This is an optimization exercise on Yosys and OpenROAD, whose aim is small area and a short achievable clock period, not a production implementation. Where RTL was checked, it was by simulation tests only, not by an equivalence proof against the original. The clock input has no modelled driver; a real chip could not lean on it and would need a root buffer or a full tree. Power figures rest on the tool's default switching activity, not on a simulated workload.

## alu
module alu(
             clk_p_i,
             reset_n_i,
             data_a_i,
             data_b_i,
             inst_i,
             data_o
             );
Size in the first run: ~850 cells after synthesis, ~35 flip-flops, about 37 I/O pins, about 5300 um^2 of cells after synthesis.
Settings: LEC_CHECK=0, ABC_AREA=1, CAP_MARGIN=20, CORE_MARGIN=2, CORE_UTILIZATION=40, CTS_BUF_LIST=sky130_fd_sc_hd__clkbuf_8, GPL_TIMING_DRIVEN=0, SLEW_MARGIN=20; clock period 30.0 ns.
standard.sh (not shown) runs the stock make flow with config.mk's settings and CLKGATE_MAP_FILE= SYNTH_SCRIPT=/design/flow/synth_recipe.tcl, a recipe that flattens the netlist after the stock synthesis.
==> flow/flow/run.sh <==
#!/bin/bash
# Layout flow: the standard ORFS flow (standard.sh) with these changes.
#  1. Synthesis runs ORFS's own synthesis script unchanged, but without the
#     full/half-adder cell map (ADDER_MAP_FILE empty), so that ABC maps the
#     adder logic together with the rest of the logic.
#  2. ABC runs flow/abc_area.script in place of ORFS's area script: the
#     synthesis step uses a copy of ORFS's scripts folder in which only that
#     file is replaced.
#  3. The port buffers that global placement inserts are buf_2 cells.
#  5. flow/settings.sh may set further ORFS variables for the layout steps
#     (for example a setup slack margin for timing repair).
# Each step's full output goes to a log file in this folder.
set -e
HERE=$(pwd)
rm -rf "$HERE/scripts"
cp -r "$FLOW_HOME/scripts" "$HERE/scripts"
cp "$HERE/flow/abc_area.script" "$HERE/scripts/abc_area.script"
export ADDER_MAP_FILE=
bash standard.sh SCRIPTS_DIR="$HERE/scripts" synth > "$HERE/log_synth.txt" 2>&1
export BUFFER_PORTS_ARGS="-buffer_cell sky130_fd_sc_hd__buf_2"
export POST_CTS_TCL="$HERE/flow/clock_one_level.tcl"
if [[ -f "$HERE/flow/settings.sh" ]]; then source "$HERE/flow/settings.sh"; fi
bash standard.sh finish > "$HERE/log_finish.txt" 2>&1
==> flow/flow/abc_area.script <==
strash
dch
map -D 5000
topo
stime -c
buffer -c
upsize -c
dnsize -c
Other scripts of this flow, unchanged in this note and not shown: flow/flow/clock_one_level.tcl
The starting point completed with no timing, DRC or antenna violations.
Change:
--- a/flow/flow/run.sh
+++ b/flow/flow/run.sh
@@ -9 +9,3 @@
-#  3. The port buffers that global placement inserts are buf_2 cells.
+#  3. Every port gets a buffer, as in the standard flow, but from
+#     flow/buffer_ports.tcl (run before global placement): buf_1 cells on
+#     the data inputs and outputs, and buf_4 on the reset input.
@@ -20 +22,2 @@
-export BUFFER_PORTS_ARGS="-buffer_cell sky130_fd_sc_hd__buf_2"
+export DONT_BUFFER_PORTS=1
+export PRE_GLOBAL_PLACE_TCL="$HERE/flow/buffer_ports.tcl"
==> flow/flow/buffer_ports.tcl (new file) <==
# PRE_GLOBAL_PLACE hook: buffer every input and output port, as the standard
# flow does, with buf_1 cells on the data inputs and the outputs
# and a buf_4 on the reset input, which fans out to many registers.
buffer_ports -inputs -buffer_cell sky130_fd_sc_hd__buf_1
buffer_ports -outputs -buffer_cell sky130_fd_sc_hd__buf_1
set block [ord::get_db_block]
set rnet [$block findNet reset_n_i]
foreach it [$rnet getITerms] {
  set inst [$it getInst]
  replace_cell $inst sky130_fd_sc_hd__buf_4
  puts "buffer_ports: reset buffer [$inst getName] is now [[$inst getMaster] getName]"
}
Now the flow ended with an error in 3_3_place_gp with STA-0124.
Synthesized cell count stays the same.
Area after synthesis does not change.
Change:
==> flow/flow/abc_area.script (replaced) <==
strash
dch
map -D 5200
topo
stime -c
buffer -c
upsize -c
dnsize -c
--- a/flow/flow/buffer_ports.tcl
+++ b/flow/flow/buffer_ports.tcl
@@ -10 +10 @@
-  replace_cell $inst sky130_fd_sc_hd__buf_4
+  replace_cell [get_cells [$inst getName]] sky130_fd_sc_hd__buf_4
Effect: With this change the flow completed with no timing, DRC or antenna violations. Synthesized cell count barely changes. Area after synthesis went up by 1.8%.
Change:
--- a/flow/flow/run.sh
+++ b/flow/flow/run.sh
@@ -11 +11 @@
-#     the data inputs and outputs, and buf_4 on the reset input.
+#     the data inputs, buf_4 on the reset input and buf_2 on the outputs.
==> flow/flow/abc_area.script (replaced) <==
strash
dch
map -D 5000
topo
stime -c
buffer -c
upsize -c
dnsize -c
--- a/flow/flow/buffer_ports.tcl
+++ b/flow/flow/buffer_ports.tcl
@@ -2 +2 @@
-# flow does, with buf_1 cells on the data inputs and the outputs
+# flow does, with buf_1 cells on the data inputs, buf_2 cells on the outputs
@@ -5 +5 @@
-buffer_ports -outputs -buffer_cell sky130_fd_sc_hd__buf_1
+buffer_ports -outputs -buffer_cell sky130_fd_sc_hd__buf_2
@@ -10 +10 @@
-  replace_cell [get_cells [$inst getName]] sky130_fd_sc_hd__buf_4
+  replace_cell $inst sky130_fd_sc_hd__buf_4
After rerunning:
- The new run did not get past 3_3_place_gp, error STA-0124
- synthesized area falls slightly
- synthesized cell count barely changes


## run 1
Starting RTL as in the previous note.
==> flow/config.mk <==
export PLATFORM = sky130hd
export DESIGN_NAME = alu
export DESIGN_NICKNAME = alu
export VERILOG_FILES = /design/flow/design.v
export SDC_FILE = /design/flow/constraint.sdc
export NUM_CORES = 4
export LEC_CHECK = 0
export ABC_AREA = 1
export CAP_MARGIN = 20
export CORE_MARGIN = 2
export CORE_UTILIZATION = 40
export GPL_TIMING_DRIVEN = 0
export SLEW_MARGIN = 20
==> flow/constraint.sdc <==
create_clock -name core_clock -period 30.0 [get_ports {clk_p_i}]
set_input_delay 6.0000 -clock core_clock [delete_from_list [all_inputs] [get_ports {clk_p_i}]]
set_output_delay 6.0000 -clock core_clock [all_outputs]
set_load 0.01 [all_outputs]
==> flow/flow/run.sh <==
#!/bin/bash
# Layout flow: the standard ORFS flow (standard.sh) with these changes.
#  1. Synthesis runs ORFS's own synthesis script unchanged, but without the
#     full/half-adder cell map (ADDER_MAP_FILE empty), so that ABC maps the
#     adder logic together with the rest of the logic.
#  2. ABC runs flow/abc_area.script in place of ORFS's area script: the
#     synthesis step uses a copy of ORFS's scripts folder in which only that
#     file is replaced.
#  3. The port buffers that global placement inserts are buf_2 cells.
#  4. flow/settings.sh may set further ORFS variables for the layout steps
#     (for example a setup slack margin for timing repair).
# Each step's full output goes to a log file in this folder.
set -e
HERE=$(pwd)
rm -rf "$HERE/scripts"
cp -r "$FLOW_HOME/scripts" "$HERE/scripts"
cp "$HERE/flow/abc_area.script" "$HERE/scripts/abc_area.script"
export ADDER_MAP_FILE=
bash standard.sh SCRIPTS_DIR="$HERE/scripts" synth > "$HERE/log_synth.txt" 2>&1
export BUFFER_PORTS_ARGS="-buffer_cell sky130_fd_sc_hd__buf_2"
if [[ -f "$HERE/flow/settings.sh" ]]; then source "$HERE/flow/settings.sh"; fi
bash standard.sh finish > "$HERE/log_finish.txt" 2>&1
==> flow/flow/abc_area.script <==
strash
dch
amap
topo
stime -c
buffer -c
upsize -c
dnsize -c
==> flow/flow/settings.sh <==
export SETUP_SLACK_MARGIN=23.25
export SETUP_MOVE_SEQUENCE=sizeup,swap,buffer
Both conditions hold for run 1: the flow ran to the end and the final layout passed the timing, design-rule and antenna checks.
## Diff of input files: run 2 against run 1
Settings: a deleted GPL_TIMING_DRIVEN that had been 0.
==> flow/flow/abc_area.script <==
strash
dch
map -D 5000
topo
stime -c
buffer -c
upsize -c
dnsize -c
removed: flow/flow/settings.sh
--- outcome ---
Run 1 | stages: all done | timing, DRC, antenna: all pass. Run 2 did not stop at any stage, and its layout met the timing, design-rule and antenna checks. Vias: run 2 below run 1. Total power of run 2 is higher than that of run 1. Summary of run 2 over run 1: arrival time at the worst endpoint went up, sequential power share went up, total global-route track usage went down. Run 2 vs run 1: final worst slack down. A main combinational cell family by area after synthesis of simple AND/OR/NAND/NOR gates is what run 2 shows, while compound AO/OA/AOI/OAI gates belongs to run 1.
[inputs] run 3 vs run 2
Settings: CTS_CLUSTER_DIAMETER: unset -> 500; CORE_UTILIZATION: 40 -> 60; CTS_BUF_LIST: unset -> sky130_fd_sc_hd__clkbuf_8; GPL_TIMING_DRIVEN: unset -> 0; CTS_CLUSTER_SIZE: unset -> 100.
### Flow results
Between run 3 and run 2, the total placed cells including tap cells is higher for run 2.
Going from run 2 to run 3, the post-route core utilization was found to have gone up by 22 points.
The run showing the greater sum of met3 wire segment lengths after detailed routing is run 3.
On maximum frequency from static timing analysis, the lower figure sits with run 2, not run 3.
Looking at worst setup slack, run 3 sits 0.14 ns above run 2.
Run 3 ended up with a lower hold slack than run 2 did.
> inputs changed (run 3 -> run 4)
Settings: CORE_UTILIZATION: 60 -> 40; CTS_BUF_LIST: sky130_fd_sc_hd__clkbuf_8 -> unset; CTS_CLUSTER_DIAMETER: 500 -> unset; CTS_CLUSTER_SIZE: 100 -> unset.
==> notes.md <==
Run 4 leaves more setup margin than run 3. Summary: with run 3 as the reference, total met3 wirelength after detailed routing in run 4 moved down by more than a quarter. For the chip width, run 4 came in 22% higher than run 3 did. Run 4: final area is about 2.5% higher than what run 3 reported. Delta (run 4 minus run 3): final wirelength went down by 0.55%, clock network fraction of total power went up by 5.0 points, part of the total power dissipated in combinational logic went down by 4.1 points. Run 3 -> run 4: area taken by multi-input logic gates delta 0, exact match. Via count of the first global-routing pass, run 4 and run 3, higher one = run 3.


alu, a different RTL version from the one above (not shown whole).
Size: roughly 1,000 cells after synthesis, about 35 flip-flops, ~37 I/O pins, ~6000 um2 of cells after synthesis.
## alu
module alu(
             clk_p_i,
             reset_n_i,
             data_a_i,
             data_b_i,
             inst_i,
             data_o
             );
      input           clk_p_i;
      input           reset_n_i;
      input   [7:0]   data_a_i;
      input   [7:0]   data_b_i;
      input   [2:0]   inst_i;
      output reg  [15:0]  data_o;
      reg     [7:0]    data_a_d1_r;
      reg     [7:0]    data_b_d1_r;
      reg     [2:0]    inst_d1_r;
      wire    [7:0]    a = data_a_d1_r;
      wire    [7:0]    b = data_b_d1_r;
      wire             op_sub = (inst_d1_r == 3'b001);
      wire             op_abs = (inst_d1_r == 3'b101);
      wire             inv    = op_sub | (op_abs & a[7]);
      wire    [7:0]    x      = op_abs ? 8'b0 : b;
      wire    [7:0]    y      = a ^ {8{inv}};
      wire    [8:0]    s      = {1'b0, x} + {1'b0, y} + {8'b0, inv};
      wire             s8     = x[7] ^ y[7] ^ s[8];
      wire    [15:0]   prod;
      wire pp_0_0 = a[0] & b[0];
      wire pp_0_1 = a[0] & b[1];
      wire pp_0_2 = a[0] & b[2];
      wire pp_0_3 = a[0] & b[3];
      wire pp_0_4 = a[0] & b[4];
      wire pp_0_5 = a[0] & b[5];
      wire pp_0_6 = a[0] & b[6];
      wire pp_0_7 = ~(a[0] & b[7]);
      wire pp_1_0 = a[1] & b[0];
      wire pp_1_1 = a[1] & b[1];
      wire pp_1_2 = a[1] & b[2];
      wire pp_1_3 = a[1] & b[3];
      wire pp_1_4 = a[1] & b[4];
      wire pp_1_5 = a[1] & b[5];
      wire pp_1_6 = a[1] & b[6];
      wire pp_1_7 = ~(a[1] & b[7]);
      wire pp_2_0 = a[2] & b[0];
      wire pp_2_1 = a[2] & b[1];
      wire pp_2_2 = a[2] & b[2];
      wire pp_2_3 = a[2] & b[3];
      wire pp_2_4 = a[2] & b[4];
      wire pp_2_5 = a[2] & b[5];
      wire pp_2_6 = a[2] & b[6];
      wire pp_2_7 = ~(a[2] & b[7]);
      wire pp_3_0 = a[3] & b[0];
      wire pp_3_1 = a[3] & b[1];
      wire pp_3_2 = a[3] & b[2];
  ...
Settings: LEC_CHECK=0, ABC_AREA=1, CAP_MARGIN=20, CORE_MARGIN=2, CORE_UTILIZATION=40, SLEW_MARGIN=20; clock period 30.0 ns.
==> flow/flow/run.sh <==
#!/bin/bash
# Layout flow: the standard ORFS flow with three changes.
#  1. Synthesis runs ORFS's own synthesis script unchanged, but without the
#     full/half-adder cell map (ADDER_MAP_FILE empty), so that ABC maps the
#     adder logic together with the rest.
#  2. ABC uses flow/abc_area.script (a delay-targeted map with area recovery)
#     in place of ORFS's area script: a copy of ORFS's scripts folder with
#     only that file replaced is used for the synthesis step.
#  3. The port buffers that global placement inserts are buf_2 cells.
# Each step's full output goes to a log file in this folder.
set -e
HERE=$(pwd)
rm -rf "$HERE/scripts"
cp -r "$FLOW_HOME/scripts" "$HERE/scripts"
cp "$HERE/flow/abc_area.script" "$HERE/scripts/abc_area.script"
export ADDER_MAP_FILE=
bash standard.sh SCRIPTS_DIR="$HERE/scripts" synth > "$HERE/log_synth.txt" 2>&1
export BUFFER_PORTS_ARGS="-buffer_cell sky130_fd_sc_hd__buf_2"
bash standard.sh finish > "$HERE/log_finish.txt" 2>&1
==> flow/flow/abc_area.script <==
strash
dch
map -B 0.9
topo
stime -c
buffer -c
upsize -c
dnsize -c
Then changed:
==> flow/flow/abc_area.script (replaced) <==
strash
dch
map -D 6000
topo
stime -c
buffer -c
upsize -c
dnsize -c
What happened:
- design area falls by 13%
- global-route usage rises by 0.74 points
- first-iteration DRC count falls by 28%
- worst hold slack improves by 0.0068 ns
- wire length falls by 14%
- non-clock buffer count falls by 3
Then changed:
--- a/flow/flow/run.sh
+++ b/flow/flow/run.sh
@@ -8,3 +8,5 @@
 #     only that file replaced is used for the synthesis step.
-#  3. The port buffers that global placement inserts are buf_2 cells.
+#  3. Timing repair aims for 23.3 ns of setup slack (a 6.7 ns period) so
+#     that the resizer works on the critical paths even though the clock is slow.
+#  4. The port buffers that global placement inserts are buf_2 cells.
 # Each step's full output goes to a log file in this folder.
@@ -18,2 +20,3 @@
 export BUFFER_PORTS_ARGS="-buffer_cell sky130_fd_sc_hd__buf_2"
+export SETUP_SLACK_MARGIN=${SETUP_MARGIN_OVERRIDE:-23.3}
 bash standard.sh finish > "$HERE/log_finish.txt" 2>&1
==> flow/flow/abc_area.script (replaced) <==
strash
dch
map -D 7000
topo
stime -c
buffer -c
upsize -c
dnsize -c
Outcome: Total power came out higher by a few percent. Die area went down slightly. Sequential power fell slightly. Maximum frequency goes up by a little under a tenth. Worst setup slack improves by 0.64 ns. Combinational power increases by about a fifth. Design area rises by about a fifth. Worst hold slack gains 0.0045 ns. Synthesized area came out lower slightly. First-iteration DRC count barely changes. Wire length climbs by roughly a tenth.
Then changed:
==> flow/run.sh (new file) <==
#!/bin/bash
# synth_recipe.tcl (not shown) runs the flow's synth.tcl, then flattens the netlist and writes it again
# the make line also repeats each setting of config.mk as NAME=value (left out here)
make -C /OpenROAD-flow-scripts/flow DESIGN_CONFIG=/design/flow/config.mk WORK_HOME=/design/flow/orfs CLKGATE_MAP_FILE= SYNTH_SCRIPT=/design/flow/synth_recipe.tcl finish
removed: flow/flow/run.sh
removed: flow/flow/abc_area.script
removed: flow/standard.sh
Result: The changed run ran to the end with no violations; core utilization decreases by 6.9 points; non-clock buffer count decreases by 64; total power increases by about 17%; sequential share of layout area decreases by 0.21 points; die area increases by about 14%; design area decreases by about 0.35%; global-route usage decreases by 4.0 points; synthesized cell count decreases by about 9%; cell count decreases by about 12%.
No run of this note included a check of the RTL's function; only the layout flow was run.

-- separate check: timing with driven ports --
How much do the figures lean on ideal ports? The routed layouts below were timed once more, with nothing changed but the port constraints. Step 1 assumes that a clkbuf_16 drives the clock port and a buf_2 every other input. Step 2 times the ports against the registers' clock, not the clock port: input delays grow and output delays shrink by t, the midpoint of the rising clock arrivals with the driver on. a / b / c = no drivers / after step 1 / after step 2; a / b = the first two.
run | t (ns) | setup slack, ns | hold slack, ns | worst setup path after step 2 | pins driven straight from the clock port
the first run of note 1 | 0.209 | 23.348 / 23.281 / 23.489 | 0.761 / 0.761 / 0.761 | register to output | 4
the third run of note 1 | 0.200 | 23.374 / 23.308 / 23.374 | 0.721 / 0.721 / 0.721 | register to register | 4
run 1 | 0.331 | 23.058 / 23.058 / 23.058 | 0.675 / 0.675 / 0.675 | register to register | 1
run 2 | 0.344 | 23.048 / 23.048 / 23.048 | 0.747 / 0.747 / 0.747 | register to register | 1
run 3 | 0.329 | 23.190 / 23.157 / 23.485 | 0.732 / 0.732 / 0.732 | register to output | 1
run 4 | 0.334 | 23.203 / 23.164 / 23.498 | 0.744 / 0.744 / 0.744 | register to output | 1
the first run of note 3 | 0.334 | 23.218 / 23.175 / 23.344 | 0.752 / 0.752 / 0.752 | register to register | 1
the second run of note 3 | 0.338 | 21.795 / 21.795 / 21.795 | 0.758 / 0.758 / 0.758 | register to register | 1
the third run of note 3 | 0.327 | 22.432 / 22.432 / 22.432 | 0.763 / 0.763 / 0.763 | register to register | 1
the fourth run of note 3 | 0.339 | 20.112 / 20.112 / 20.112 | 0.749 / 0.749 / 0.749 | register to register | 1
After both steps every run listed still meets setup and hold.
